This design comes from an exercise in tuning for small area, a short achievable clock period and few clock cycles per item on the open sky130 flow, not from production work.
Function was checked by simulation only, so behaviour that the tests miss may differ from the original.

===== design.v =====
`timescale 1ns / 1ps
module serial_multiplier (
    input  logic        clk,
    input  logic        rst,
    input  logic        start,
    input  logic [2:0]  funct3,         
    input  logic [31:0] A,
    input  logic [31:0] B,
    output logic [63:0] result_64,      
    output logic [31:0] result,         
    output logic        ready,
    output logic        stall
);
    localparam logic [31:0] KUP = 32'ha9a9a9ac;
    logic        busy;
    logic [2:0]  cnt;
    logic        first;                 
    logic        fin;                   
    logic        xg;                    
    logic [32:0] a;                     
    logic [33:0] hs, hc;                
    logic [7:0]  lo_s, lo_c;            
    logic        cin;                   
    logic [31:0] l;                     
    logic [3:0]  one, two, neg;         
    logic        d16;                   
    logic        hi_sel;                
    wire a_sgn = (funct3 != 3'b011);
    wire b_sgn = funct3[2] | ~funct3[1];
    function automatic logic [11:0] booth(input logic [8:0] t);
        logic [3:0] o, w, n;
        for (int i = 0; i < 4; i++) begin
            o[i] = t[2*i+1] ^ t[2*i];
            w[i] = (t[2*i+2] & ~t[2*i+1] & ~t[2*i]) | (~t[2*i+2] & t[2*i+1] & t[2*i]);
            n[i] = t[2*i+2] & ~(t[2*i+1] & t[2*i]);
        end
        booth = {n, w, o};
    endfunction
    function automatic logic [34:0] pprow(input logic o, input logic w, input logic n,
                                          input logic [32:0] m);
        logic [34:0] p;
        p = (({35{o}} & {{2{m[32]}}, m}) | ({35{w}} & {m[32], m, 1'b0})) ^ {35{n}};
        pprow = {~p[34], p[33:0]};
    endfunction
    wire [34:0] u0 = pprow(one[0], two[0], neg[0], a);
    wire [34:0] u1 = pprow(one[1], two[1], neg[1], a);
    wire [34:0] u2 = pprow(one[2], two[2], neg[2], a);
    wire [34:0] u3 = pprow(one[3], two[3], neg[3], a);
    wire [32:0] xr = a & {33{xg}};
    wire [32:0] ux = {~xr[32], xr[31:0]};
    wire [33:0] hs_in = hs & {34{~first}};
    wire [33:0] hc_in = hc & {34{~first}};
    logic [41:0] cs_s, cs_c;
    wire fs0, fc0, fs1, fc1, fs2, fc2, fs3, fc3, fs4, fc4, fs5, fc5, fs6, fc6, fs7, fc7, fs8, fc8, fs9, fc9, fs10, fc10, fs11, fc11, fs12, fc12, fs13, fc13, fs14, fc14, fs15, fc15, fs16, fc16, fs17, fc17, fs18, fc18, fs19, fc19, fs20, fc20, fs21, fc21, fs22, fc22, fs23, fc23, fs24, fc24, fs25, fc25, fs26, fc26, fs27, fc27, fs28, fc28, fs29, fc29, fs30, fc30, fs31, fc31, fs32, fc32, fs33, fc33, fs34, fc34, fs35, fc35, fs36, fc36, fs37, fc37, fs38, fc38, fs39, fc39, fs40, fc40, fs41, fc41, fs42, fc42, fs43, fc43, fs44, fc44, fs45, fc45, fs46, fc46, fs47, fc47, fs48, fc48, fs49, fc49, fs50, fc50, fs51, fc51, fs52, fc52, fs53, fc53, fs54, fc54, fs55, fc55, fs56, fc56, fs57, fc57, fs58, fc58, fs59, fc59, fs60, fc60, fs61, fc61, fs62, fc62, fs63, fc63, fs64, fc64, fs65, fc65, fs66, fc66, fs67, fc67, fs68, fc68, fs69, fc69, fs70, fc70, fs71, fc71, fs72, fc72, fs73, fc73, fs74, fc74, fs75, fc75, fs76, fc76, fs77, fc77, fs78, fc78, fs79, fc79, fs80, fc80, fs81, fc81, fs82, fc82, fs83, fc83, fs84, fc84, fs85, fc85, fs86, fc86, fs87, fc87, fs88, fc88, fs89, fc89, fs90, fc90, fs91, fc91, fs92, fc92, fs93, fc93, fs94, fc94, fs95, fc95, fs96, fc96, fs97, fc97, fs98, fc98, fs99, fc99, fs100, fc100, fs101, fc101, fs102, fc102, fs103, fc103, fs104, fc104, fs105, fc105, fs106, fc106, fs107, fc107, fs108, fc108, fs109, fc109, fs110, fc110, fs111, fc111, fs112, fc112, fs113, fc113, fs114, fc114, fs115, fc115, fs116, fc116, fs117, fc117, fs118, fc118, fs119, fc119, fs120, fc120, fs121, fc121, fs122, fc122, fs123, fc123, fs124, fc124, fs125, fc125, fs126, fc126, fs127, fc127, fs128, fc128, fs129, fc129, fs130, fc130, fs131, fc131, fs132, fc132, fs133, fc133, fs134, fc134, fs135, fc135, fs136, fc136, fs137, fc137, fs138, fc138, fs139, fc139, fs140, fc140, fs141, fc141, fs142, fc142, fs143, fc143, fs144, fc144, fs145, fc145, fs146, fc146, fs147, fc147, fs148, fc148, fs149, fc149, fs150, fc150, fs151, fc151, fs152, fc152, fs153, fc153, fs154, fc154, fs155, fc155, fs156, fc156, fs157, fc157, fs158, fc158, fs159, fc159, fs160, fc160, fs161, fc161, fs162, fc162, fs163, fc163, fs164, fc164, fs165, fc165;
    assign fs0 = hs_in[0] ^ hc_in[0] ^ neg[0];
    assign fc0 = (hs_in[0] & hc_in[0]) | (hs_in[0] & neg[0]) | (hc_in[0] & neg[0]);
    assign fs1 = hs_in[1] ^ hc_in[1] ^ u0[1];
    assign fc1 = (hs_in[1] & hc_in[1]) | (hs_in[1] & u0[1]) | (hc_in[1] & u0[1]);
    assign fs2 = hs_in[2] ^ hc_in[2] ^ neg[1];
    assign fc2 = (hs_in[2] & hc_in[2]) | (hs_in[2] & neg[1]) | (hc_in[2] & neg[1]);
    assign fs3 = u0[2] ^ u1[0] ^ fs2;
    assign fc3 = (u0[2] & u1[0]) | (u0[2] & fs2) | (u1[0] & fs2);
    assign fs4 = hs_in[3] ^ hc_in[3] ^ u0[3];
    assign fc4 = (hs_in[3] & hc_in[3]) | (hs_in[3] & u0[3]) | (hc_in[3] & u0[3]);
    assign fs5 = u1[1] ^ fc2 ^ fs4;
    assign fc5 = (u1[1] & fc2) | (u1[1] & fs4) | (fc2 & fs4);
    assign fs6 = hs_in[4] ^ hc_in[4] ^ neg[2];
    assign fc6 = (hs_in[4] & hc_in[4]) | (hs_in[4] & neg[2]) | (hc_in[4] & neg[2]);
    assign fs7 = u0[4] ^ u1[2] ^ u2[0];
    assign fc7 = (u0[4] & u1[2]) | (u0[4] & u2[0]) | (u1[2] & u2[0]);
    assign fs8 = fs6 ^ fc4 ^ fs7;
    assign fc8 = (fs6 & fc4) | (fs6 & fs7) | (fc4 & fs7);
    assign fs9 = hs_in[5] ^ hc_in[5] ^ u0[5];
    assign fc9 = (hs_in[5] & hc_in[5]) | (hs_in[5] & u0[5]) | (hc_in[5] & u0[5]);
    assign fs10 = u1[3] ^ u2[1] ^ fc6;
    assign fc10 = (u1[3] & u2[1]) | (u1[3] & fc6) | (u2[1] & fc6);
    assign fs11 = fc7 ^ fs9 ^ fs10;
    assign fc11 = (fc7 & fs9) | (fc7 & fs10) | (fs9 & fs10);
    assign fs12 = hs_in[6] ^ hc_in[6] ^ neg[3];
    assign fc12 = (hs_in[6] & hc_in[6]) | (hs_in[6] & neg[3]) | (hc_in[6] & neg[3]);
    assign fs13 = u0[6] ^ u1[4] ^ u2[2];
    assign fc13 = (u0[6] & u1[4]) | (u0[6] & u2[2]) | (u1[4] & u2[2]);
    assign fs14 = u3[0] ^ fs12 ^ fc9;
    assign fc14 = (u3[0] & fs12) | (u3[0] & fc9) | (fs12 & fc9);
    assign fs15 = fc10 ^ fs13 ^ fs14;
    assign fc15 = (fc10 & fs13) | (fc10 & fs14) | (fs13 & fs14);
    assign fs16 = hs_in[7] ^ hc_in[7] ^ u0[7];
    assign fc16 = (hs_in[7] & hc_in[7]) | (hs_in[7] & u0[7]) | (hc_in[7] & u0[7]);
    assign fs17 = u1[5] ^ u2[3] ^ u3[1];
    assign fc17 = (u1[5] & u2[3]) | (u1[5] & u3[1]) | (u2[3] & u3[1]);
    assign fs18 = fc12 ^ fc13 ^ fs16;
    assign fc18 = (fc12 & fc13) | (fc12 & fs16) | (fc13 & fs16);
    assign fs19 = fs17 ^ fc14 ^ fs18;
    assign fc19 = (fs17 & fc14) | (fs17 & fs18) | (fc14 & fs18);
    assign fs20 = hs_in[8] ^ hc_in[8] ^ ux[0];
    assign fc20 = (hs_in[8] & hc_in[8]) | (hs_in[8] & ux[0]) | (hc_in[8] & ux[0]);
    assign fs21 = u0[8] ^ u1[6] ^ u2[4];
    assign fc21 = (u0[8] & u1[6]) | (u0[8] & u2[4]) | (u1[6] & u2[4]);
    assign fs22 = u3[2] ^ fs20 ^ fc16;
    assign fc22 = (u3[2] & fs20) | (u3[2] & fc16) | (fs20 & fc16);
    assign fs23 = fc17 ^ fs21 ^ fs22;
    assign fc23 = (fc17 & fs21) | (fc17 & fs22) | (fs21 & fs22);
    assign fs24 = fc18 ^ fc19 ^ fs23;
    assign fc24 = (fc18 & fc19) | (fc18 & fs23) | (fc19 & fs23);
    assign fs25 = hs_in[9] ^ hc_in[9] ^ ux[1];
    assign fc25 = (hs_in[9] & hc_in[9]) | (hs_in[9] & ux[1]) | (hc_in[9] & ux[1]);
    assign fs26 = u0[9] ^ u1[7] ^ u2[5];
    assign fc26 = (u0[9] & u1[7]) | (u0[9] & u2[5]) | (u1[7] & u2[5]);
    assign fs27 = u3[3] ^ fc20 ^ fs25;
    assign fc27 = (u3[3] & fc20) | (u3[3] & fs25) | (fc20 & fs25);
    assign fs28 = fc21 ^ fs26 ^ fs27;
    assign fc28 = (fc21 & fs26) | (fc21 & fs27) | (fs26 & fs27);
    assign fs29 = fc22 ^ fs28 ^ fc23;
    assign fc29 = (fc22 & fs28) | (fc22 & fc23) | (fs28 & fc23);
    assign fs30 = hs_in[10] ^ hc_in[10] ^ ux[2];
    assign fc30 = (hs_in[10] & hc_in[10]) | (hs_in[10] & ux[2]) | (hc_in[10] & ux[2]);
    assign fs31 = u0[10] ^ u1[8] ^ u2[6];
    assign fc31 = (u0[10] & u1[8]) | (u0[10] & u2[6]) | (u1[8] & u2[6]);
    assign fs32 = u3[4] ^ fc25 ^ fs30;
    assign fc32 = (u3[4] & fc25) | (u3[4] & fs30) | (fc25 & fs30);
    assign fs33 = fc26 ^ fs31 ^ fc27;
    assign fc33 = (fc26 & fs31) | (fc26 & fc27) | (fs31 & fc27);
    assign fs34 = fs32 ^ fc28 ^ fs33;
    assign fc34 = (fs32 & fc28) | (fs32 & fs33) | (fc28 & fs33);
    assign fs35 = hs_in[11] ^ hc_in[11] ^ ux[3];
    assign fc35 = (hs_in[11] & hc_in[11]) | (hs_in[11] & ux[3]) | (hc_in[11] & ux[3]);
    assign fs36 = u0[11] ^ u1[9] ^ u2[7];
    assign fc36 = (u0[11] & u1[9]) | (u0[11] & u2[7]) | (u1[9] & u2[7]);
    assign fs37 = u3[5] ^ fc30 ^ fs35;
    assign fc37 = (u3[5] & fc30) | (u3[5] & fs35) | (fc30 & fs35);
    assign fs38 = fc31 ^ fs36 ^ fc32;
    assign fc38 = (fc31 & fs36) | (fc31 & fc32) | (fs36 & fc32);
    assign fs39 = fs37 ^ fc33 ^ fs38;
    assign fc39 = (fs37 & fc33) | (fs37 & fs38) | (fc33 & fs38);
    assign fs40 = hs_in[12] ^ hc_in[12] ^ ux[4];
    assign fc40 = (hs_in[12] & hc_in[12]) | (hs_in[12] & ux[4]) | (hc_in[12] & ux[4]);
    assign fs41 = u0[12] ^ u1[10] ^ u2[8];
    assign fc41 = (u0[12] & u1[10]) | (u0[12] & u2[8]) | (u1[10] & u2[8]);
    assign fs42 = u3[6] ^ fc35 ^ fs40;
    assign fc42 = (u3[6] & fc35) | (u3[6] & fs40) | (fc35 & fs40);
    assign fs43 = fc36 ^ fs41 ^ fc37;
    assign fc43 = (fc36 & fs41) | (fc36 & fc37) | (fs41 & fc37);
    assign fs44 = fs42 ^ fc38 ^ fs43;
    assign fc44 = (fs42 & fc38) | (fs42 & fs43) | (fc38 & fs43);
    assign fs45 = hs_in[13] ^ hc_in[13] ^ ux[5];
    assign fc45 = (hs_in[13] & hc_in[13]) | (hs_in[13] & ux[5]) | (hc_in[13] & ux[5]);
    assign fs46 = u0[13] ^ u1[11] ^ u2[9];
    assign fc46 = (u0[13] & u1[11]) | (u0[13] & u2[9]) | (u1[11] & u2[9]);
    assign fs47 = u3[7] ^ fc40 ^ fs45;
    assign fc47 = (u3[7] & fc40) | (u3[7] & fs45) | (fc40 & fs45);
    assign fs48 = fc41 ^ fs46 ^ fc42;
    assign fc48 = (fc41 & fs46) | (fc41 & fc42) | (fs46 & fc42);
    assign fs49 = fs47 ^ fc43 ^ fs48;
    assign fc49 = (fs47 & fc43) | (fs47 & fs48) | (fc43 & fs48);
    assign fs50 = hs_in[14] ^ hc_in[14] ^ ux[6];
    assign fc50 = (hs_in[14] & hc_in[14]) | (hs_in[14] & ux[6]) | (hc_in[14] & ux[6]);
    assign fs51 = u0[14] ^ u1[12] ^ u2[10];
    assign fc51 = (u0[14] & u1[12]) | (u0[14] & u2[10]) | (u1[12] & u2[10]);
    assign fs52 = u3[8] ^ fc45 ^ fs50;
    assign fc52 = (u3[8] & fc45) | (u3[8] & fs50) | (fc45 & fs50);
    assign fs53 = fc46 ^ fs51 ^ fc47;
    assign fc53 = (fc46 & fs51) | (fc46 & fc47) | (fs51 & fc47);
    assign fs54 = fs52 ^ fc48 ^ fs53;
    assign fc54 = (fs52 & fc48) | (fs52 & fs53) | (fc48 & fs53);
    assign fs55 = hs_in[15] ^ hc_in[15] ^ ux[7];
    assign fc55 = (hs_in[15] & hc_in[15]) | (hs_in[15] & ux[7]) | (hc_in[15] & ux[7]);
    assign fs56 = u0[15] ^ u1[13] ^ u2[11];
    assign fc56 = (u0[15] & u1[13]) | (u0[15] & u2[11]) | (u1[13] & u2[11]);
    assign fs57 = u3[9] ^ fc50 ^ fs55;
    assign fc57 = (u3[9] & fc50) | (u3[9] & fs55) | (fc50 & fs55);
    assign fs58 = fc51 ^ fs56 ^ fc52;
    assign fc58 = (fc51 & fs56) | (fc51 & fc52) | (fs56 & fc52);
    assign fs59 = fs57 ^ fc53 ^ fs58;
    assign fc59 = (fs57 & fc53) | (fs57 & fs58) | (fc53 & fs58);
    assign fs60 = hs_in[16] ^ hc_in[16] ^ ux[8];
    assign fc60 = (hs_in[16] & hc_in[16]) | (hs_in[16] & ux[8]) | (hc_in[16] & ux[8]);
    assign fs61 = u0[16] ^ u1[14] ^ u2[12];
    assign fc61 = (u0[16] & u1[14]) | (u0[16] & u2[12]) | (u1[14] & u2[12]);
    assign fs62 = u3[10] ^ fc55 ^ fs60;
    assign fc62 = (u3[10] & fc55) | (u3[10] & fs60) | (fc55 & fs60);
    assign fs63 = fc56 ^ fs61 ^ fc57;
    assign fc63 = (fc56 & fs61) | (fc56 & fc57) | (fs61 & fc57);
    assign fs64 = fs62 ^ fc58 ^ fs63;
    assign fc64 = (fs62 & fc58) | (fs62 & fs63) | (fc58 & fs63);
    assign fs65 = hs_in[17] ^ hc_in[17] ^ ux[9];
    assign fc65 = (hs_in[17] & hc_in[17]) | (hs_in[17] & ux[9]) | (hc_in[17] & ux[9]);
    assign fs66 = u0[17] ^ u1[15] ^ u2[13];
    assign fc66 = (u0[17] & u1[15]) | (u0[17] & u2[13]) | (u1[15] & u2[13]);
    assign fs67 = u3[11] ^ fc60 ^ fs65;
    assign fc67 = (u3[11] & fc60) | (u3[11] & fs65) | (fc60 & fs65);
    assign fs68 = fc61 ^ fs66 ^ fc62;
    assign fc68 = (fc61 & fs66) | (fc61 & fc62) | (fs66 & fc62);
    assign fs69 = fs67 ^ fc63 ^ fs68;
    assign fc69 = (fs67 & fc63) | (fs67 & fs68) | (fc63 & fs68);
    assign fs70 = hs_in[18] ^ hc_in[18] ^ ux[10];
    assign fc70 = (hs_in[18] & hc_in[18]) | (hs_in[18] & ux[10]) | (hc_in[18] & ux[10]);
    assign fs71 = u0[18] ^ u1[16] ^ u2[14];
    assign fc71 = (u0[18] & u1[16]) | (u0[18] & u2[14]) | (u1[16] & u2[14]);
    assign fs72 = u3[12] ^ fc65 ^ fs70;
    assign fc72 = (u3[12] & fc65) | (u3[12] & fs70) | (fc65 & fs70);
    assign fs73 = fc66 ^ fs71 ^ fc67;
    assign fc73 = (fc66 & fs71) | (fc66 & fc67) | (fs71 & fc67);
    assign fs74 = fs72 ^ fc68 ^ fs73;
    assign fc74 = (fs72 & fc68) | (fs72 & fs73) | (fc68 & fs73);
    assign fs75 = hs_in[19] ^ hc_in[19] ^ ux[11];
    assign fc75 = (hs_in[19] & hc_in[19]) | (hs_in[19] & ux[11]) | (hc_in[19] & ux[11]);
    assign fs76 = u0[19] ^ u1[17] ^ u2[15];
    assign fc76 = (u0[19] & u1[17]) | (u0[19] & u2[15]) | (u1[17] & u2[15]);
    assign fs77 = u3[13] ^ fc70 ^ fs75;
    assign fc77 = (u3[13] & fc70) | (u3[13] & fs75) | (fc70 & fs75);
    assign fs78 = fc71 ^ fs76 ^ fc72;
    assign fc78 = (fc71 & fs76) | (fc71 & fc72) | (fs76 & fc72);
    assign fs79 = fs77 ^ fc73 ^ fs78;
    assign fc79 = (fs77 & fc73) | (fs77 & fs78) | (fc73 & fs78);
    assign fs80 = hs_in[20] ^ hc_in[20] ^ ux[12];
    assign fc80 = (hs_in[20] & hc_in[20]) | (hs_in[20] & ux[12]) | (hc_in[20] & ux[12]);
    assign fs81 = u0[20] ^ u1[18] ^ u2[16];
    assign fc81 = (u0[20] & u1[18]) | (u0[20] & u2[16]) | (u1[18] & u2[16]);
    assign fs82 = u3[14] ^ fc75 ^ fs80;
    assign fc82 = (u3[14] & fc75) | (u3[14] & fs80) | (fc75 & fs80);
    assign fs83 = fc76 ^ fs81 ^ fc77;
    assign fc83 = (fc76 & fs81) | (fc76 & fc77) | (fs81 & fc77);
    assign fs84 = fs82 ^ fc78 ^ fs83;
    assign fc84 = (fs82 & fc78) | (fs82 & fs83) | (fc78 & fs83);
    assign fs85 = hs_in[21] ^ hc_in[21] ^ ux[13];
    assign fc85 = (hs_in[21] & hc_in[21]) | (hs_in[21] & ux[13]) | (hc_in[21] & ux[13]);
    assign fs86 = u0[21] ^ u1[19] ^ u2[17];
    assign fc86 = (u0[21] & u1[19]) | (u0[21] & u2[17]) | (u1[19] & u2[17]);
    assign fs87 = u3[15] ^ fc80 ^ fs85;
    assign fc87 = (u3[15] & fc80) | (u3[15] & fs85) | (fc80 & fs85);
    assign fs88 = fc81 ^ fs86 ^ fc82;
    assign fc88 = (fc81 & fs86) | (fc81 & fc82) | (fs86 & fc82);
    assign fs89 = fs87 ^ fc83 ^ fs88;
    assign fc89 = (fs87 & fc83) | (fs87 & fs88) | (fc83 & fs88);
    assign fs90 = hs_in[22] ^ hc_in[22] ^ ux[14];
    assign fc90 = (hs_in[22] & hc_in[22]) | (hs_in[22] & ux[14]) | (hc_in[22] & ux[14]);
    assign fs91 = u0[22] ^ u1[20] ^ u2[18];
    assign fc91 = (u0[22] & u1[20]) | (u0[22] & u2[18]) | (u1[20] & u2[18]);
    assign fs92 = u3[16] ^ fc85 ^ fs90;
    assign fc92 = (u3[16] & fc85) | (u3[16] & fs90) | (fc85 & fs90);
    assign fs93 = fc86 ^ fs91 ^ fc87;
    assign fc93 = (fc86 & fs91) | (fc86 & fc87) | (fs91 & fc87);
    assign fs94 = fs92 ^ fc88 ^ fs93;
    assign fc94 = (fs92 & fc88) | (fs92 & fs93) | (fc88 & fs93);
    assign fs95 = hs_in[23] ^ hc_in[23] ^ ux[15];
    assign fc95 = (hs_in[23] & hc_in[23]) | (hs_in[23] & ux[15]) | (hc_in[23] & ux[15]);
    assign fs96 = u0[23] ^ u1[21] ^ u2[19];
    assign fc96 = (u0[23] & u1[21]) | (u0[23] & u2[19]) | (u1[21] & u2[19]);
    assign fs97 = u3[17] ^ fc90 ^ fs95;
    assign fc97 = (u3[17] & fc90) | (u3[17] & fs95) | (fc90 & fs95);
    assign fs98 = fc91 ^ fs96 ^ fc92;
    assign fc98 = (fc91 & fs96) | (fc91 & fc92) | (fs96 & fc92);
    assign fs99 = fs97 ^ fc93 ^ fs98;
    assign fc99 = (fs97 & fc93) | (fs97 & fs98) | (fc93 & fs98);
    assign fs100 = hs_in[24] ^ hc_in[24] ^ ux[16];
    assign fc100 = (hs_in[24] & hc_in[24]) | (hs_in[24] & ux[16]) | (hc_in[24] & ux[16]);
    assign fs101 = u0[24] ^ u1[22] ^ u2[20];
    assign fc101 = (u0[24] & u1[22]) | (u0[24] & u2[20]) | (u1[22] & u2[20]);
    assign fs102 = u3[18] ^ fc95 ^ fs100;
    assign fc102 = (u3[18] & fc95) | (u3[18] & fs100) | (fc95 & fs100);
    assign fs103 = fc96 ^ fs101 ^ fc97;
    assign fc103 = (fc96 & fs101) | (fc96 & fc97) | (fs101 & fc97);
    assign fs104 = fs102 ^ fc98 ^ fs103;
    assign fc104 = (fs102 & fc98) | (fs102 & fs103) | (fc98 & fs103);
    assign fs105 = hs_in[25] ^ hc_in[25] ^ ux[17];
    assign fc105 = (hs_in[25] & hc_in[25]) | (hs_in[25] & ux[17]) | (hc_in[25] & ux[17]);
    assign fs106 = u0[25] ^ u1[23] ^ u2[21];
    assign fc106 = (u0[25] & u1[23]) | (u0[25] & u2[21]) | (u1[23] & u2[21]);
    assign fs107 = u3[19] ^ fc100 ^ fs105;
    assign fc107 = (u3[19] & fc100) | (u3[19] & fs105) | (fc100 & fs105);
    assign fs108 = fc101 ^ fs106 ^ fc102;
    assign fc108 = (fc101 & fs106) | (fc101 & fc102) | (fs106 & fc102);
    assign fs109 = fs107 ^ fc103 ^ fs108;
    assign fc109 = (fs107 & fc103) | (fs107 & fs108) | (fc103 & fs108);
    assign fs110 = hs_in[26] ^ hc_in[26] ^ ux[18];
    assign fc110 = (hs_in[26] & hc_in[26]) | (hs_in[26] & ux[18]) | (hc_in[26] & ux[18]);
    assign fs111 = u0[26] ^ u1[24] ^ u2[22];
    assign fc111 = (u0[26] & u1[24]) | (u0[26] & u2[22]) | (u1[24] & u2[22]);
    assign fs112 = u3[20] ^ fc105 ^ fs110;
    assign fc112 = (u3[20] & fc105) | (u3[20] & fs110) | (fc105 & fs110);
    assign fs113 = fc106 ^ fs111 ^ fc107;
    assign fc113 = (fc106 & fs111) | (fc106 & fc107) | (fs111 & fc107);
    assign fs114 = fs112 ^ fc108 ^ fs113;
    assign fc114 = (fs112 & fc108) | (fs112 & fs113) | (fc108 & fs113);
    assign fs115 = hs_in[27] ^ hc_in[27] ^ ux[19];
    assign fc115 = (hs_in[27] & hc_in[27]) | (hs_in[27] & ux[19]) | (hc_in[27] & ux[19]);
    assign fs116 = u0[27] ^ u1[25] ^ u2[23];
    assign fc116 = (u0[27] & u1[25]) | (u0[27] & u2[23]) | (u1[25] & u2[23]);
    assign fs117 = u3[21] ^ fc110 ^ fs115;
    assign fc117 = (u3[21] & fc110) | (u3[21] & fs115) | (fc110 & fs115);
    assign fs118 = fc111 ^ fs116 ^ fc112;
    assign fc118 = (fc111 & fs116) | (fc111 & fc112) | (fs116 & fc112);
    assign fs119 = fs117 ^ fc113 ^ fs118;
    assign fc119 = (fs117 & fc113) | (fs117 & fs118) | (fc113 & fs118);
    assign fs120 = hs_in[28] ^ hc_in[28] ^ ux[20];
    assign fc120 = (hs_in[28] & hc_in[28]) | (hs_in[28] & ux[20]) | (hc_in[28] & ux[20]);
    assign fs121 = u0[28] ^ u1[26] ^ u2[24];
    assign fc121 = (u0[28] & u1[26]) | (u0[28] & u2[24]) | (u1[26] & u2[24]);
    assign fs122 = u3[22] ^ fc115 ^ fs120;
    assign fc122 = (u3[22] & fc115) | (u3[22] & fs120) | (fc115 & fs120);
    assign fs123 = fc116 ^ fs121 ^ fc117;
    assign fc123 = (fc116 & fs121) | (fc116 & fc117) | (fs121 & fc117);
    assign fs124 = fs122 ^ fc118 ^ fs123;
    assign fc124 = (fs122 & fc118) | (fs122 & fs123) | (fc118 & fs123);
    assign fs125 = hs_in[29] ^ hc_in[29] ^ ux[21];
    assign fc125 = (hs_in[29] & hc_in[29]) | (hs_in[29] & ux[21]) | (hc_in[29] & ux[21]);
    assign fs126 = u0[29] ^ u1[27] ^ u2[25];
    assign fc126 = (u0[29] & u1[27]) | (u0[29] & u2[25]) | (u1[27] & u2[25]);
    assign fs127 = u3[23] ^ fc120 ^ fs125;
    assign fc127 = (u3[23] & fc120) | (u3[23] & fs125) | (fc120 & fs125);
    assign fs128 = fc121 ^ fs126 ^ fc122;
    assign fc128 = (fc121 & fs126) | (fc121 & fc122) | (fs126 & fc122);
    assign fs129 = fs127 ^ fc123 ^ fs128;
    assign fc129 = (fs127 & fc123) | (fs127 & fs128) | (fc123 & fs128);
    assign fs130 = hs_in[30] ^ hc_in[30] ^ ux[22];
    assign fc130 = (hs_in[30] & hc_in[30]) | (hs_in[30] & ux[22]) | (hc_in[30] & ux[22]);
    assign fs131 = u0[30] ^ u1[28] ^ u2[26];
    assign fc131 = (u0[30] & u1[28]) | (u0[30] & u2[26]) | (u1[28] & u2[26]);
    assign fs132 = u3[24] ^ fc125 ^ fs130;
    assign fc132 = (u3[24] & fc125) | (u3[24] & fs130) | (fc125 & fs130);
    assign fs133 = fc126 ^ fs131 ^ fc127;
    assign fc133 = (fc126 & fs131) | (fc126 & fc127) | (fs131 & fc127);
    assign fs134 = fs132 ^ fc128 ^ fs133;
    assign fc134 = (fs132 & fc128) | (fs132 & fs133) | (fc128 & fs133);
    assign fs135 = hs_in[31] ^ hc_in[31] ^ ux[23];
    assign fc135 = (hs_in[31] & hc_in[31]) | (hs_in[31] & ux[23]) | (hc_in[31] & ux[23]);
    assign fs136 = u0[31] ^ u1[29] ^ u2[27];
    assign fc136 = (u0[31] & u1[29]) | (u0[31] & u2[27]) | (u1[29] & u2[27]);
    assign fs137 = u3[25] ^ fc130 ^ fs135;
    assign fc137 = (u3[25] & fc130) | (u3[25] & fs135) | (fc130 & fs135);
    assign fs138 = fc131 ^ fs136 ^ fc132;
    assign fc138 = (fc131 & fs136) | (fc131 & fc132) | (fs136 & fc132);
    assign fs139 = fs137 ^ fc133 ^ fs138;
    assign fc139 = (fs137 & fc133) | (fs137 & fs138) | (fc133 & fs138);
    assign fs140 = hs_in[32] ^ hc_in[32] ^ ux[24];
    assign fc140 = (hs_in[32] & hc_in[32]) | (hs_in[32] & ux[24]) | (hc_in[32] & ux[24]);
    assign fs141 = u0[32] ^ u1[30] ^ u2[28];
    assign fc141 = (u0[32] & u1[30]) | (u0[32] & u2[28]) | (u1[30] & u2[28]);
    assign fs142 = u3[26] ^ fc135 ^ fs140;
    assign fc142 = (u3[26] & fc135) | (u3[26] & fs140) | (fc135 & fs140);
    assign fs143 = fc136 ^ fs141 ^ fc137;
    assign fc143 = (fc136 & fs141) | (fc136 & fc137) | (fs141 & fc137);
    assign fs144 = fs142 ^ fc138 ^ fs143;
    assign fc144 = (fs142 & fc138) | (fs142 & fs143) | (fc138 & fs143);
    assign fs145 = hs_in[33] ^ hc_in[33] ^ ux[25];
    assign fc145 = (hs_in[33] & hc_in[33]) | (hs_in[33] & ux[25]) | (hc_in[33] & ux[25]);
    assign fs146 = u0[33] ^ u1[31] ^ u2[29];
    assign fc146 = (u0[33] & u1[31]) | (u0[33] & u2[29]) | (u1[31] & u2[29]);
    assign fs147 = u3[27] ^ fc140 ^ fs145;
    assign fc147 = (u3[27] & fc140) | (u3[27] & fs145) | (fc140 & fs145);
    assign fs148 = fc141 ^ fs146 ^ fc142;
    assign fc148 = (fc141 & fs146) | (fc141 & fc142) | (fs146 & fc142);
    assign fs149 = fs147 ^ fc143 ^ fs148;
    assign fc149 = (fs147 & fc143) | (fs147 & fs148) | (fc143 & fs148);
    assign fs150 = ux[26] ^ u0[34] ^ u1[32];
    assign fc150 = (ux[26] & u0[34]) | (ux[26] & u1[32]) | (u0[34] & u1[32]);
    assign fs151 = u2[30] ^ u3[28] ^ fc145;
    assign fc151 = (u2[30] & u3[28]) | (u2[30] & fc145) | (u3[28] & fc145);
    assign fs152 = fc146 ^ fs150 ^ fs151;
    assign fc152 = (fc146 & fs150) | (fc146 & fs151) | (fs150 & fs151);
    assign fs153 = fc147 ^ fc148 ^ fs152;
    assign fc153 = (fc147 & fc148) | (fc147 & fs152) | (fc148 & fs152);
    assign fs154 = ux[27] ^ u1[33] ^ u2[31];
    assign fc154 = (ux[27] & u1[33]) | (ux[27] & u2[31]) | (u1[33] & u2[31]);
    assign fs155 = u3[29] ^ fc150 ^ fc151;
    assign fc155 = (u3[29] & fc150) | (u3[29] & fc151) | (fc150 & fc151);
    assign fs156 = fs154 ^ fs155 ^ fc152;
    assign fc156 = (fs154 & fs155) | (fs154 & fc152) | (fs155 & fc152);
    assign fs157 = ux[28] ^ u1[34] ^ u2[32];
    assign fc157 = (ux[28] & u1[34]) | (ux[28] & u2[32]) | (u1[34] & u2[32]);
    assign fs158 = u3[30] ^ fc154 ^ fs157;
    assign fc158 = (u3[30] & fc154) | (u3[30] & fs157) | (fc154 & fs157);
    assign fs159 = fc155 ^ fs158 ^ fc156;
    assign fc159 = (fc155 & fs158) | (fc155 & fc156) | (fs158 & fc156);
    assign fs160 = ux[29] ^ u2[33] ^ u3[31];
    assign fc160 = (ux[29] & u2[33]) | (ux[29] & u3[31]) | (u2[33] & u3[31]);
    assign fs161 = fc157 ^ fs160 ^ fc158;
    assign fc161 = (fc157 & fs160) | (fc157 & fc158) | (fs160 & fc158);
    assign fs162 = ux[30] ^ u2[34] ^ u3[32];
    assign fc162 = (ux[30] & u2[34]) | (ux[30] & u3[32]) | (u2[34] & u3[32]);
    assign fs163 = fc160 ^ fs162 ^ fc161;
    assign fc163 = (fc160 & fs162) | (fc160 & fc161) | (fs162 & fc161);
    assign fs164 = ux[31] ^ u3[33] ^ fc162;
    assign fc164 = (ux[31] & u3[33]) | (ux[31] & fc162) | (u3[33] & fc162);
    assign fs165 = ux[32] ^ u3[34] ^ fc164;
    assign fc165 = (ux[32] & u3[34]) | (ux[32] & fc164) | (u3[34] & fc164);
    assign cs_s[0] = u0[0];
    assign cs_c[0] = fs0;
    assign cs_s[1] = fc0;
    assign cs_c[1] = fs1;
    assign cs_s[2] = fc1;
    assign cs_c[2] = fs3;
    assign cs_s[3] = fc3;
    assign cs_c[3] = fs5;
    assign cs_s[4] = fc5;
    assign cs_c[4] = fs8;
    assign cs_s[5] = fc8;
    assign cs_c[5] = fs11;
    assign cs_s[6] = fc11;
    assign cs_c[6] = fs15;
    assign cs_s[7] = fc15;
    assign cs_c[7] = fs19;
    assign cs_s[8] = fs24;
    assign cs_c[8] = 1'b0;
    assign cs_s[9] = fc24;
    assign cs_c[9] = fs29;
    assign cs_s[10] = fc29;
    assign cs_c[10] = fs34;
    assign cs_s[11] = fc34;
    assign cs_c[11] = fs39;
    assign cs_s[12] = fc39;
    assign cs_c[12] = fs44;
    assign cs_s[13] = fc44;
    assign cs_c[13] = fs49;
    assign cs_s[14] = fc49;
    assign cs_c[14] = fs54;
    assign cs_s[15] = fc54;
    assign cs_c[15] = fs59;
    assign cs_s[16] = fc59;
    assign cs_c[16] = fs64;
    assign cs_s[17] = fc64;
    assign cs_c[17] = fs69;
    assign cs_s[18] = fc69;
    assign cs_c[18] = fs74;
    assign cs_s[19] = fc74;
    assign cs_c[19] = fs79;
    assign cs_s[20] = fc79;
    assign cs_c[20] = fs84;
    assign cs_s[21] = fc84;
    assign cs_c[21] = fs89;
    assign cs_s[22] = fc89;
    assign cs_c[22] = fs94;
    assign cs_s[23] = fc94;
    assign cs_c[23] = fs99;
    assign cs_s[24] = fc99;
    assign cs_c[24] = fs104;
    assign cs_s[25] = fc104;
    assign cs_c[25] = fs109;
    assign cs_s[26] = fc109;
    assign cs_c[26] = fs114;
    assign cs_s[27] = fc114;
    assign cs_c[27] = fs119;
    assign cs_s[28] = fc119;
    assign cs_c[28] = fs124;
    assign cs_s[29] = fc124;
    assign cs_c[29] = fs129;
    assign cs_s[30] = fc129;
    assign cs_c[30] = fs134;
    assign cs_s[31] = fc134;
    assign cs_c[31] = fs139;
    assign cs_s[32] = fc139;
    assign cs_c[32] = fs144;
    assign cs_s[33] = fc144;
    assign cs_c[33] = fs149;
    assign cs_s[34] = fc149;
    assign cs_c[34] = fs153;
    assign cs_s[35] = fc153;
    assign cs_c[35] = fs156;
    assign cs_s[36] = fs159;
    assign cs_c[36] = 1'b0;
    assign cs_s[37] = fc159;
    assign cs_c[37] = fs161;
    assign cs_s[38] = fs163;
    assign cs_c[38] = 1'b0;
    assign cs_s[39] = fc163;
    assign cs_c[39] = fs164;
    assign cs_s[40] = fs165;
    assign cs_c[40] = 1'b0;
    assign cs_s[41] = fc165;
    assign cs_c[41] = 1'b0;
    wire [9:0] lo_w = {1'b0, lo_s, 1'b1} + {1'b0, lo_c, cin};
    wire [8:0] lo_sum = lo_w[9:1];
    wire [31:0] fs = hs[31:0] ^ hc[31:0] ^ KUP;
    wire [31:0] fc = (hs[31:0] & hc[31:0]) | (hs[31:0] & KUP) | (hc[31:0] & KUP);
    wire [32:0] upw = {fs, 1'b1} + {fc[30:0], 1'b0, lo_sum[8]};
    wire [31:0] up = upw[32:1];
    always_ff @(posedge clk or posedge rst) begin
        if (rst) begin
            busy  <= 1'b0;
            ready <= 1'b0;
        end else begin
            busy  <= busy ? !fin : start;
            ready <= busy & fin;
        end
    end
    always_ff @(posedge clk) begin
        first <= ~busy;
        fin   <= busy & (cnt == 3'd3);
        xg    <= busy & (cnt == 3'd2) & d16;
        cnt   <= busy ? cnt + 3'd1 : 3'd0;
        hs    <= cs_s[41:8];
        hc    <= cs_c[41:8];
        lo_s  <= cs_s[7:0];
        lo_c  <= cs_c[7:0];
        cin   <= ~first & lo_sum[8];
        if (fin)
            a <= {1'b0, up};
        else if (!busy)
            a <= {a_sgn & A[31], A};
        if (busy) begin
            l <= {lo_sum[7:0], l[31:8]};
            {neg, two, one} <= booth(l[15:7]);
        end else begin
            l <= B;
            {neg, two, one} <= booth({B[7:0], 1'b0});
            d16    <= ~b_sgn & B[31];
            hi_sel <= ~funct3[2] & (funct3[1] | funct3[0]);
        end
    end
    assign stall     = busy;
    assign result_64 = {a[31:0], l};
    assign result    = hi_sel ? a[31:0] : l;
endmodule

===== run.sh =====
#!/bin/bash
# synth_recipe.tcl (not shown) runs the flow's synth.tcl, then flattens the netlist and writes it again
# the make line also repeats each setting of config.mk as NAME=value (left out here)
make -C /OpenROAD-flow-scripts/flow DESIGN_CONFIG=/design/flow/config.mk WORK_HOME=/design/flow/orfs CLKGATE_MAP_FILE= SYNTH_SCRIPT=/design/flow/synth_recipe.tcl finish

===== config.mk =====
export PLATFORM = sky130hd
export DESIGN_NAME = serial_multiplier
export DESIGN_NICKNAME = serial_multiplier
export VERILOG_FILES = /design/flow/design.v
export SDC_FILE = /design/flow/constraint.sdc
export NUM_CORES = 4
export LEC_CHECK = 0
export CAP_MARGIN = 20
export CORE_MARGIN = 2
export CORE_UTILIZATION = 40
export SETUP_SLACK_MARGIN = 2.0
export SLEW_MARGIN = 20

===== constraint.sdc =====
create_clock -name core_clock -period 5.5 [get_ports {clk}]
set_input_delay 1.1000 -clock core_clock [delete_from_list [all_inputs] [get_ports {clk}]]
set_output_delay 1.1000 -clock core_clock [all_outputs]
set_load 0.01 [all_outputs]

==> out/qor.csv, run 1 <==
stage;metric;value;unit
synthesis;ys_ff_latch;167;
hold_path;min_path_cells;1;
critical_path;crit_path_start;lo_s[0]$_DFF_P_;
floorplan;fp.dieH;197.9;µm
synthesis;synth-compound-area-share;13.52;%
timing;slew_violations;0;
drt;drc;0;
critical_path;regToRegSetupSlack;2.14;ns
placed_design;dp_hpwl;34.19;mm
floorplan;initial_core_util;40.29;%
drt;ant_nets;0;
global_routing;grt-ovfl-total;0;
global_routing;grt_pass1_vias;11939;
clocking;clock-sinks;167;
synthesis;ys_types;71;
timing;finalSetupTns;0;ns
clocking;postCtsHoldBufs;0;
synthesis;synthXorXnorAreaFrac;9.322;%
critical_path;rr_worst_depth;15;
cells_and_area;final_cells;2113;
synthesis;synthesis.nets;1871;
global_routing;grt_start_max_net_pins;40;
cells_and_area;seqCellArea;3716;µm²
clocking;cts-root-buf;clkbuf_16;
clocking;clockBufferDepth;2;
drt;met3_length;2.995;mm
timing;fin_crit;3.362;ns
drt;detail_route.wl_per_cell;21.95;µm
floorplan;die_w;197.9;µm
timing;slew_headroom;33.64;%
drt;drt-pass1-iter-count;5;
timing;post-route-period-util;61.14;%
cells_and_area;fill_cells;3513;
timing;rsz0062_at_grt;false;
cells_and_area;antennaDiodeCount;0;
timing;fin_skew;0.01385;ns
clocking;ctsHtreeMaxLevel;4;
critical_path;slowest_stage;dfxtp_1;
floorplan;core-area;37310;µm²
drt;wl_met2;22.28;mm
hold_path;hold_path.class;register to register;
cells_and_area;final_nets;1938;
global_routing;grt_use_total;24.38;%
drt;vias_per_cell;5.429;
global_routing;antenna_found_initial;1;
clocking;cts_made_buffers;17;
critical_path;critPathCaptureType;register;
critical_path;crit_type;register to register;
drt;drtIter0Drc;901;
synthesis;muxShareOfSynthArea;5.535;%
clocking;cts_tree;built;
cells_and_area;final_common_cell;inv_1;
synthesis;synth-adder-area-share;28.23;%
drt;wl;46.39;mm
drt;dr.max_layer_used;met4;
critical_path;path_cells;ha_1, a21o_1, and4_1, or2_4, a31oi_4, inv_2, ha_4, a311oi_4, o21bai_4, a211oi_2, buf_4, o221ai_4, a21boi_2, xnor2_1, mux2_2;
critical_path;worstPathArrival;3.57;ns
synthesis;synth_area;15030;µm²
placed_design;dp_cells;2068;
synthesis;seq_area_frac_synth;24.57;%
synthesis;synth_cells;1559;
status;outcome;timing/DRC/antenna clean;
synthesis;synth_ff_type;dfxtp_1;
critical_path;cp_max_fo;4;
timing;worst_hold_slack;0.4252;ns
cells_and_area;syn_to_final_growth;16.93;%
drt;m1WireLength;19.85;mm
clocking;clk_latency;0.46;ns
global_routing;grt_pass1_wl;71.44;mm
cells_and_area;multiInputGateArea;10020;µm²
cells_and_area;stdcell_area;17580;µm²
synthesis;synthSimpleGateAreaFrac;9.322;%
job;drv_cap;0;
timing;hold_viol;0;
drt;vias;11471;
cells_and_area;final_cell_mix;inv_1 (192), clkdlybuf4s50_1 (167), fa_1 (162);
cells_and_area;drive_gt1_share;10.07;%
synthesis;ys_warn_count;1;
placed_design;port_buffers;167;
synthesis;synth_edf_count;34;
floorplan;ios;168;
synthesis;async_reset_ff_share;1.198;%
placed_design;dpl_cell_area;16740;µm²
critical_path;timing.rr.end;a[27]$_DFFE_PP_;
critical_path;cpLargestDelayFamily;compound AO/OA/AOI/OAI gates;
synthesis;avgSynthCellArea;9.643;µm²
critical_path;worstReg2RegStart;lo_s[0]$_DFF_P_;
critical_path;crit_buf_inv;2;
critical_path;required;5.71;ns
floorplan;fp-row-count;71;
timing;worst_pin_slew;0.9920;ns
floorplan;die_area;39150;µm²
clocking;clkTransAtPathRegs;0.07;ns
hold_path;hp-start;cnt[2]$_SDFF_PN0_;
critical_path;crit_path_start_kind;register;
timing;timing.fmax;297.4;MHz
synthesis;synth_top_family_by_area;adder cells;
timing;finalSetupViolCount;0;
hold_path;hold-path-endpoint;xg$_DFF_P_;
placed_design;place.gp.congestion;0.8737;
critical_path;slowest_delay;0.31;ns
-- final cells by class --
type                    count  share of cell area [%]
clock buffers              23                   2.961
clock inverters             9                  0.4342
inverters                 195                   4.164
multi-input cells        1048                   57.02
flip-flops and latches    167                   21.14
well taps                 474                   3.374
repair buffers            197                   10.90
-- kinds of logic after synthesis --
| group | count (synthesis) |
|---|---|
| compound gates | 291 |
| xor+xnor | 160 |
| fa+ha+maj | 242 |
| simple gates | 281 |
| flops | 167 |
| mux | 74 |
| buf+inv | 344 |
-- worst max-delay path by stage --
stage,endpoint,depth (start not counted)
5_1_grt,hc[19]$_DFF_P_,8
3_5_place_dp,a[29]$_DFFE_PP_,14
4_1_cts,a[21]$_DFFE_PP_,14
6_report,a[27]$_DFFE_PP_,15
3_3_place_gp,a[29]$_DFFE_PP_,14
2_1_floorplan,a[13]$_DFFE_PP_,15
-- cell usage after synthesis (14+ instances only) --
master    number  area (µm²)
o21ai_0       24       120.1
nor2b_1       33       206.5
mux2_2        73       822.0
inv_1        193       724.4
buf_4         32       240.2
nand2_1       79       296.5
xnor2_1       70       613.1
and2_1        28       175.2
nor3_1        14       70.07
nand3_1       16       80.08
fa_1         162        3243
a22oi_1      130       975.9
nor2_1        67       251.5
a21o_1        17       127.6
a21oi_1       52       260.3
clkbuf_1     104       390.4
edfxtp_1      34        1021
ha_1          80        1001
dfxtp_1      131        2623
xor2_1        90       788.3
-- per-layer routing --
layer  vias to the layer above  track usage, %
met2                       401           40.10
met3                        53           4.309
met1                      5759           32.25
li1                       5258               -
met4                         0           8.744
met5                         -               0
-- metrics by stage --
stage / utilization (%) / worst slack [ns]
5_1_grt: 47.11 / 2.005
4_1_cts: 46.84 / 2.006
3_3_place_gp: 44.86 / 1.520
6_report: 47.11 / 2.138
3_5_place_dp: 44.87 / 1.391
2_1_floorplan: - / 2.131
-- state kept, by name, summed over array words and instances, names as in the netlist --
| name | cells |
|---|---|
| a | 33 |
| busy | 1 |
| cin | 1 |
| cnt | 3 |
| d16 | 1 |
| fin | 1 |
| first | 1 |
| hc | 29 |
| hi_sel | 1 |
| hs | 34 |
| l | 32 |
| lo_c | 8 |
| lo_s | 8 |
| neg | 4 |
| one | 4 |
| ready | 1 |
| two | 4 |
| xg | 1 |
-- what timing repair did --
action / CTS / global route
gates resized for setup: 20 / 5
setup endpoints to repair: 18 / 14
hold endpoints to repair: 0 / 0
setup buffers: 5 / 8
pin swaps: 7 / 7
Testbench counts, summed over its fixed seeds: cycles 19,208, items 3,200.
==> run 2, diff against run 1 <==
--- a/design.v
+++ b/design.v
@@ -14,16 +14,15 @@
     localparam logic [31:0] KUP = 32'ha9a9a9ac;
     logic        busy;
+    logic [32:0] a;                     
+    logic [3:0]  one, two, neg;         
+    logic        d16;                   
+    logic        hi_sel;                
+    logic [33:0] hs, hc;                
+    logic [7:0] lo_s, lo_c;            
     logic [2:0]  cnt;
     logic        first;                 
-    logic        fin;                   
     logic        xg;                    
-    logic [32:0] a;                     
-    logic [33:0] hs, hc;                
-    logic [7:0]  lo_s, lo_c;            
     logic        cin;                   
     logic [31:0] l;                     
-    logic [3:0]  one, two, neg;         
-    logic        d16;                   
-    logic        hi_sel;                
     wire a_sgn = (funct3 != 3'b011);
     wire b_sgn = funct3[2] | ~funct3[1];
@@ -52,5 +51,6 @@
     wire [33:0] hc_in = hc & {34{~first}};
     logic [41:0] cs_s, cs_c;
-    wire fs0, fc0, fs1, fc1, fs2, fc2, fs3, fc3, fs4, fc4, fs5, fc5, fs6, fc6, fs7, fc7, fs8, fc8, fs9, fc9, fs10, fc10, fs11, fc11, fs12, fc12, fs13, fc13, fs14, fc14, fs15, fc15, fs16, fc16, fs17, fc17, fs18, fc18, fs19, fc19, fs20, fc20, fs21, fc21, fs22, fc22, fs23, fc23, fs24, fc24, fs25, fc25, fs26, fc26, fs27, fc27, fs28, fc28, fs29, fc29, fs30, fc30, fs31, fc31, fs32, fc32, fs33, fc33, fs34, fc34, fs35, fc35, fs36, fc36, fs37, fc37, fs38, fc38, fs39, fc39, fs40, fc40, fs41, fc41, fs42, fc42, fs43, fc43, fs44, fc44, fs45, fc45, fs46, fc46, fs47, fc47, fs48, fc48, fs49, fc49, fs50, fc50, fs51, fc51, fs52, fc52, fs53, fc53, fs54, fc54, fs55, fc55, fs56, fc56, fs57, fc57, fs58, fc58, fs59, fc59, fs60, fc60, fs61, fc61, fs62, fc62, fs63, fc63, fs64, fc64, fs65, fc65, fs66, fc66, fs67, fc67, fs68, fc68, fs69, fc69, fs70, fc70, fs71, fc71, fs72, fc72, fs73, fc73, fs74, fc74, fs75, fc75, fs76, fc76, fs77, fc77, fs78, fc78, fs79, fc79, fs80, fc80, fs81, fc81, fs82, fc82, fs83, fc83, fs84, fc84, fs85, fc85, fs86, fc86, fs87, fc87, fs88, fc88, fs89, fc89, fs90, fc90, fs91, fc91, fs92, fc92, fs93, fc93, fs94, fc94, fs95, fc95, fs96, fc96, fs97, fc97, fs98, fc98, fs99, fc99, fs100, fc100, fs101, fc101, fs102, fc102, fs103, fc103, fs104, fc104, fs105, fc105, fs106, fc106, fs107, fc107, fs108, fc108, fs109, fc109, fs110, fc110, fs111, fc111, fs112, fc112, fs113, fc113, fs114, fc114, fs115, fc115, fs116, fc116, fs117, fc117, fs118, fc118, fs119, fc119, fs120, fc120, fs121, fc121, fs122, fc122, fs123, fc123, fs124, fc124, fs125, fc125, fs126, fc126, fs127, fc127, fs128, fc128, fs129, fc129, fs130, fc130, fs131, fc131, fs132, fc132, fs133, fc133, fs134, fc134, fs135, fc135, fs136, fc136, fs137, fc137, fs138, fc138, fs139, fc139, fs140, fc140, fs141, fc141, fs142, fc142, fs143, fc143, fs144, fc144, fs145, fc145, fs146, fc146, fs147, fc147, fs148, fc148, fs149, fc149, fs150, fc150, fs151, fc151, fs152, fc152, fs153, fc153, fs154, fc154, fs155, fc155, fs156, fc156, fs157, fc157, fs158, fc158, fs159, fc159, fs160, fc160, fs161, fc161, fs162, fc162, fs163, fc163, fs164, fc164, fs165, fc165;
+    wire fs0, fc0, fs1, fc1, fs2, fc2, fs3, fc3, fs4, fc4, fs5, fc5, fs6, fc6, fs7, fc7, fs8, fc8, fs9, fc9, fs10, fc10, fs11, fc11, fs12, fc12, fs13, fc13, fs14, fc14, fs15, fc15, fs16, fc16, fs17, fc17, fs18, fc18, fs19, fc19, fs20, fc20, fs21, fc21, fs22, fc22, fs23, fc23, fs24, fc24, fs25, fc25, fs26, fc26, fs27, fc27, fs28, fc28, fs29, fc29, fs30, fc30, fs31, fc31, fs32, fc32, fs33, fc33, fs34, fc34, fs35, fc35, fs36, fc36, fs37, fc37, fs38, fc38, fs39, fc39, fs40, fc40, fs41, fc41, fs42, fc42, fs43, fc43, fs44, fc44, fs45, fc45, fs46, fc46, fs47, fc47, fs48, fc48, fs49, fc49, fs50, fc50, fs51, fc51, fs52, fc52, fs53, fc53, fs54, fc54, fs55, fc55, fs56, fc56, fs57, fc57, fs58, fc58, fs59, fc59, fs60, fc60, fs61, fc61, fs62, fc62, fs63, fc63, fs64, fc64, fs65, fc65, fs66, fc66, fs67, fc67, fs68, fc68, fs69, fc69, fs70, fc70, fs71, fc71, fs72, fc72, fs73, fc73, fs74, fc74, fs75, fc75, fs76, fc76, fs77, fc77, fs78, fc78, fs79, fc79, fs80, fc80, fs81, fc81, fs82, fc82, fs83, fc83, fs84, fc84, fs85, fc85, fs86, fc86, fs87, fc87, fs88, fc88, fs89, fc89, fs90, fc90, fs91, fc91, fs92, fc92, fs93, fc93, fs94, fc94, fs95, fc95, fs96, fc96, fs97, fc97, fs98, fc98, fs99, fc99, fs100, fc100, fs101, fc101, fs102, fc102, fs103, fc103, fs104, fc104, fs105, fc105, fs106, fc106, fs107, fc107, fs108, fc108, fs109, fc109, fs110, fc110, fs111, fc111, fs112, fc112, fs113, fc113, fs114, fc114, fs115, fc115, fs116, fc116, fs117, fc117, fs118, fc118, fs119, fc119, fs120, fc120, fs121, fc121, fs122, fc122, fs123, fc123, fs124, fc124, fs125, fc125, fs126, fc126, fs127, fc127, fs128, fc128, fs129, fc129, fs130, fc130, fs131, fc131, fs132, fc132, fs133, fc133, fs134, fc134, fs135, fc135, fs136, fc136, fs137, fc137, fs138, fc138, fs139, fc139, fs140, fc140, fs141, fc141, fs142, fc142, fs143, fc143, fs144, fc144, fs145, fc145, fs146, fc146, fs147, fc147, fs148, fc148, fs149, fc149, fs150, fc150, fs151, fc151, fs152, fc152, fs153, fc153, fs154, fc154, fs155, fc155, fs156, fc156, fs157, fc157, fs158, fc158, fs159, fc159, fs160, fc160, fs161, fc161, fs162, fc162;
+    wire has0, hac0, has1, hac1, has2, hac2;
     assign fs0 = hs_in[0] ^ hc_in[0] ^ neg[0];
     assign fc0 = (hs_in[0] & hc_in[0]) | (hs_in[0] & neg[0]) | (hc_in[0] & neg[0]);
@@ -371,18 +371,18 @@
     assign fs158 = u3[30] ^ fc154 ^ fs157;
     assign fc158 = (u3[30] & fc154) | (u3[30] & fs157) | (fc154 & fs157);
-    assign fs159 = fc155 ^ fs158 ^ fc156;
-    assign fc159 = (fc155 & fs158) | (fc155 & fc156) | (fs158 & fc156);
-    assign fs160 = ux[29] ^ u2[33] ^ u3[31];
-    assign fc160 = (ux[29] & u2[33]) | (ux[29] & u3[31]) | (u2[33] & u3[31]);
-    assign fs161 = fc157 ^ fs160 ^ fc158;
-    assign fc161 = (fc157 & fs160) | (fc157 & fc158) | (fs160 & fc158);
-    assign fs162 = ux[30] ^ u2[34] ^ u3[32];
-    assign fc162 = (ux[30] & u2[34]) | (ux[30] & u3[32]) | (u2[34] & u3[32]);
-    assign fs163 = fc160 ^ fs162 ^ fc161;
-    assign fc163 = (fc160 & fs162) | (fc160 & fc161) | (fs162 & fc161);
-    assign fs164 = ux[31] ^ u3[33] ^ fc162;
-    assign fc164 = (ux[31] & u3[33]) | (ux[31] & fc162) | (u3[33] & fc162);
-    assign fs165 = ux[32] ^ u3[34] ^ fc164;
-    assign fc165 = (ux[32] & u3[34]) | (ux[32] & fc164) | (u3[34] & fc164);
+    assign has0 = fc155 ^ fs158;
+    assign hac0 = fc155 & fs158;
+    assign fs159 = ux[29] ^ u2[33] ^ u3[31];
+    assign fc159 = (ux[29] & u2[33]) | (ux[29] & u3[31]) | (u2[33] & u3[31]);
+    assign fs160 = fc157 ^ fs159 ^ fc158;
+    assign fc160 = (fc157 & fs159) | (fc157 & fc158) | (fs159 & fc158);
+    assign fs161 = ux[30] ^ u2[34] ^ u3[32];
+    assign fc161 = (ux[30] & u2[34]) | (ux[30] & u3[32]) | (u2[34] & u3[32]);
+    assign has1 = fc159 ^ fs161;
+    assign hac1 = fc159 & fs161;
+    assign fs162 = ux[31] ^ u3[33] ^ fc161;
+    assign fc162 = (ux[31] & u3[33]) | (ux[31] & fc161) | (u3[33] & fc161);
+    assign has2 = ux[32] ^ u3[34];
+    assign hac2 = ux[32] & u3[34];
     assign cs_s[0] = u0[0];
     assign cs_c[0] = fs0;
@@ -457,15 +457,15 @@
     assign cs_s[35] = fc153;
     assign cs_c[35] = fs156;
-    assign cs_s[36] = fs159;
-    assign cs_c[36] = 1'b0;
-    assign cs_s[37] = fc159;
-    assign cs_c[37] = fs161;
-    assign cs_s[38] = fs163;
-    assign cs_c[38] = 1'b0;
-    assign cs_s[39] = fc163;
-    assign cs_c[39] = fs164;
-    assign cs_s[40] = fs165;
-    assign cs_c[40] = 1'b0;
-    assign cs_s[41] = fc165;
+    assign cs_s[36] = fc156;
+    assign cs_c[36] = has0;
+    assign cs_s[37] = hac0;
+    assign cs_c[37] = fs160;
+    assign cs_s[38] = fc160;
+    assign cs_c[38] = has1;
+    assign cs_s[39] = hac1;
+    assign cs_c[39] = fs162;
+    assign cs_s[40] = fc162;
+    assign cs_c[40] = has2;
+    assign cs_s[41] = hac2;
     assign cs_c[41] = 1'b0;
     wire [9:0] lo_w = {1'b0, lo_s, 1'b1} + {1'b0, lo_c, cin};
@@ -473,6 +473,8 @@
     wire [31:0] fs = hs[31:0] ^ hc[31:0] ^ KUP;
     wire [31:0] fc = (hs[31:0] & hc[31:0]) | (hs[31:0] & KUP) | (hc[31:0] & KUP);
-    wire [32:0] upw = {fs, 1'b1} + {fc[30:0], 1'b0, lo_sum[8]};
-    wire [31:0] up = upw[32:1];
+    wire [40:0] pw = {fs, lo_s, 1'b1} + {fc[30:0], 1'b0, lo_c, cin};
+    assign result_64 = {pw[40:1], l[31:8]};
+    assign result    = hi_sel ? result_64[63:32] : result_64[31:0];
+    assign stall     = busy;
     always_ff @(posedge clk or posedge rst) begin
         if (rst) begin
@@ -480,11 +482,10 @@
             ready <= 1'b0;
         end else begin
-            busy  <= busy ? !fin : start;
-            ready <= busy & fin;
+            busy  <= busy ? (cnt != 3'd3) : start;
+            ready <= busy & (cnt == 3'd3);
         end
     end
     always_ff @(posedge clk) begin
         first <= ~busy;
-        fin   <= busy & (cnt == 3'd3);
         xg    <= busy & (cnt == 3'd2) & d16;
         cnt   <= busy ? cnt + 3'd1 : 3'd0;
@@ -494,8 +495,4 @@
         lo_c  <= cs_c[7:0];
         cin   <= ~first & lo_sum[8];
-        if (fin)
-            a <= {1'b0, up};
-        else if (!busy)
-            a <= {a_sgn & A[31], A};
         if (busy) begin
             l <= {lo_sum[7:0], l[31:8]};
@@ -504,10 +501,8 @@
             l <= B;
             {neg, two, one} <= booth({B[7:0], 1'b0});
+            a      <= {a_sgn & A[31], A};
             d16    <= ~b_sgn & B[31];
             hi_sel <= ~funct3[2] & (funct3[1] | funct3[0]);
         end
     end
-    assign stall     = busy;
-    assign result_64 = {a[31:0], l};
-    assign result    = hi_sel ? a[31:0] : l;
 endmodule
==> run 2 against run 1 <==
Compared with the run above:
- worst hold slack lost 0.013 ns
- global-route usage grew 0.56 points
- clock skew shrank 0.0011 ns
- setup slack lost 1.1 ns
==> out/qor.csv, run 2 <==
stage;metric;value;unit
synthesis;avgSynthCellArea;9.727;µm²
timing;finalSetupTns;0;ns
hold_path;hold_path.class;register to register;
global_routing;grt-ovfl-total;0;
hold_path;hold-path-endpoint;xg$_DFF_P_;
cells_and_area;syn_to_final_growth;32.22;%
placed_design;dpl_cell_area;16500;µm²
timing;fin_crit;4.454;ns
timing;timing.fmax;224.5;MHz
global_routing;grt_pass1_wl;72.77;mm
drt;vias;11812;
clocking;cts_made_buffers;17;
clocking;cts-root-buf;clkbuf_16;
clocking;cts_tree;built;
hold_path;min_path_cells;1;
critical_path;worstPathArrival;3.35;ns
global_routing;grt_pass1_vias;12260;
cells_and_area;stdcell_area;19400;µm²
drt;drc;0;
cells_and_area;final_common_cell;inv_1;
floorplan;fp.dieH;195.5;µm
critical_path;rr_worst_depth;7;
clocking;postCtsHoldBufs;0;
cells_and_area;antennaDiodeCount;0;
hold_path;hp-start;cnt[2]$_SDFF_PN0_;
status;outcome;timing/DRC/antenna clean;
cells_and_area;final_cell_mix;inv_1 (165), fa_1 (161), a22oi_1 (128);
drt;ant_nets;0;
drt;wl;48.16;mm
floorplan;core-area;36350;µm²
critical_path;critPathCaptureType;output pin;
synthesis;async_reset_ff_share;1.235;%
floorplan;die_w;195.5;µm
clocking;clk_latency;0.47;ns
clocking;ctsHtreeMaxLevel;4;
floorplan;initial_core_util;40.36;%
cells_and_area;drive_gt1_share;29.47;%
cells_and_area;regMostFlops;hs;
synthesis;synth_edf_count;35;
drt;drt-pass1-iter-count;5;
synthesis;synth_area;14670;µm²
critical_path;crit_path_start_kind;register;
critical_path;cp_max_fo;4;
timing;fin_skew;0.01272;ns
timing;slew_violations;0;
synthesis;yosys-top-cells-count;inv_1 (180), fa_1 (162), a22oi_1 (128);
timing;post-route-period-util;80.98;%
critical_path;required;4.40;ns
timing;hold_viol;0;
clocking;clock-sinks;162;
synthesis;synthesis.nets;1822;
placed_design;place.gp.congestion;0.8712;
synthesis;ys_warn_count;1;
cells_and_area;reg.largest.list;hs (34), a (33), hc (32);
critical_path;timing.rr.end;hc[24]$_DFF_P_;
synthesis;seq_area_frac_synth;24.56;%
synthesis;synth_ff_type;dfxtp_1;
timing;finalSetupViolCount;0;
synthesis;yosys.area.top_type;fa_1;
global_routing;grt_use_total;24.94;%
synthesis;synth_top_area_share;22.11;%
timing;rsz0062_at_grt;true;
cells_and_area;largest_reg_flops;34;
placed_design;dp_hpwl;35.01;mm
critical_path;crit_type;register to output pin;
floorplan;die_area;38220;µm²
timing;worst_pin_slew;0.9515;ns
synthesis;synth_cells;1508;
drt;vias_per_cell;5.448;
global_routing;antenna_found_initial;2;
critical_path;regToRegSetupSlack;2.08;ns
synthesis;synth_most_common_cell;inv_1;
synthesis;yosys-top-cells-area;fa_1 (22%), dfxtp_1 (17%), edfxtp_1 (7.2%);
drt;detail_route.wl_per_cell;22.21;µm
clocking;clkTransAtPathRegs;0.07;ns
placed_design;port_buffers;167;
drt;drtIter0Drc;1092;
cells_and_area;final_nets;2001;
global_routing;grt_start_max_net_pins;47;
job;drv_cap;0;
floorplan;ios;168;
timing;slew_headroom;36.11;%
synthesis;ys_types;63;
critical_path;worstReg2RegStart;one[2]$_DFF_P_;
synthesis;ys_ff_latch;162;
clocking;clockBufferDepth;2;
floorplan;fp-row-count;70;
-- run 2: worst max-delay path by stage --
| stage | start | to | depth (start not counted) | slack (ns) |
|---|---|---|---|---|
| finish | hs[2]$_DFF_P_ | result[22] | 14 | 1.05 |
| global placement | hs[22]$_DFF_P_ | result_64[63] | 10 | 0.85 |
| detailed placement | hs[22]$_DFF_P_ | result_64[63] | 10 | 0.89 |
| global route | hc[2]$_DFF_P_ | result[22] | 14 | 0.98 |
| floorplan | hs[19]$_DFF_P_ | result[28] | 12 | 1.76 |
| CTS | hs[2]$_DFF_P_ | result[30] | 12 | 1.14 |
-- run 2: final cells by class --
class	count	area (µm²)
Inverter	181	686.9
Timing Repair Buffer	301	2729
Clock buffer	17	425.4
Sequential cell	162	3654
Clock inverter	15	158.9
Multi-Input combinational cell	1024	11160
Tap cell	468	585.6
Fill cell	3148	16950
-- run 2: through the flow --
| stage | hold slack, ns | worst slack (ns) | util, % | instances |
|---|---|---|---|---|
| after CTS | 0.4231 | 1.136 | 51.09 | 2130 |
| after global placement | 0.4042 | 0.8477 | 45.39 | 2018 |
| after floorplan | 0.3951 | 1.763 | - | 1508 |
| after detailed placement | 0.4120 | 0.8911 | 45.40 | 2018 |
| final | 0.4124 | 1.046 | 53.36 | 2168 |
| after global routing | 0.4348 | 0.9756 | 53.36 | 2168 |
-- run 2: critical path, stage by stage, from the launching register on --
cell	delay (ns)
dfxtp_2	0.33
inv_2	0.05
ha_4	0.27
inv_4	0.03
ha_4	0.25
and3_4	0.22
and4_4	0.29
nand2_2	0.10
a41oi_4	0.41
buf_6	0.16
a31oi_4	0.09
xnor2_2	0.17
buf_4	0.14
mux2_4	0.25
buf_6	0.12
-- run 2: cell families after synthesis --
kind of cell / Yosys count / share of synthesized area, %
multiplexers: 48 / 3.685
buffers and inverters: 322 / 8.930
AO/OA/AOI/OAI: 290 / 14.39
adder cells (fa/ha/maj): 244 / 29.10
XOR/XNOR: 172 / 10.27
AND/OR/NAND/NOR: 270 / 9.058
flip-flops: 162 / 24.57
-- run 2: timing repair --
action / in CTS / in global routing
pin swaps: 84 / 79
hold endpoints to repair: 0 / 0
gates resized for setup: 477 / 150
endpoints found under the setup margin: 102 / 74
buffers inserted: 80 / 38
-- run 2: metal layers --
layer | wire length, µm | up-vias | global-route usage (%) | share of wire [%]
li1 | - | 5310 | - | -
met1 | 20860 | 5886 | 33.25 | 43
met2 | 22870 | 501 | 42.04 | 47
met3 | 2775 | 113 | 3.437 | 5.8
met4 | 1642 | 2 | 7.860 | 3.4
met5 | 10 | - | 0 | 0.021
Testbench counts of run 2, summed over its fixed seeds: cycles 16,008, items 3,200.

[static timing again, ports no longer ideal]
In the flow no input, the clock included, has a driving cell. The finished layouts below were timed again as built, in two steps.
Step 1, drivers: a clkbuf_16 drives clk and a buf_2 each remaining input, both assumed.
Step 2 also shifts input and output timing later by t, the mid clock arrival at the registers, as if the neighbouring blocks saw the same clock.
Three values: ideal ports, drivers, drivers and shift; two values: the first two.
run | t (ns) | slack for setup (ns) | worst slew at a driven data input, ns
run 1 | 0.502 | 2.138 / 2.138 / 2.138 | 0.06
run 2 | 0.520 | 1.046 / 0.987 / 1.507 | 0.06
After both steps every run listed still meets setup and hold.
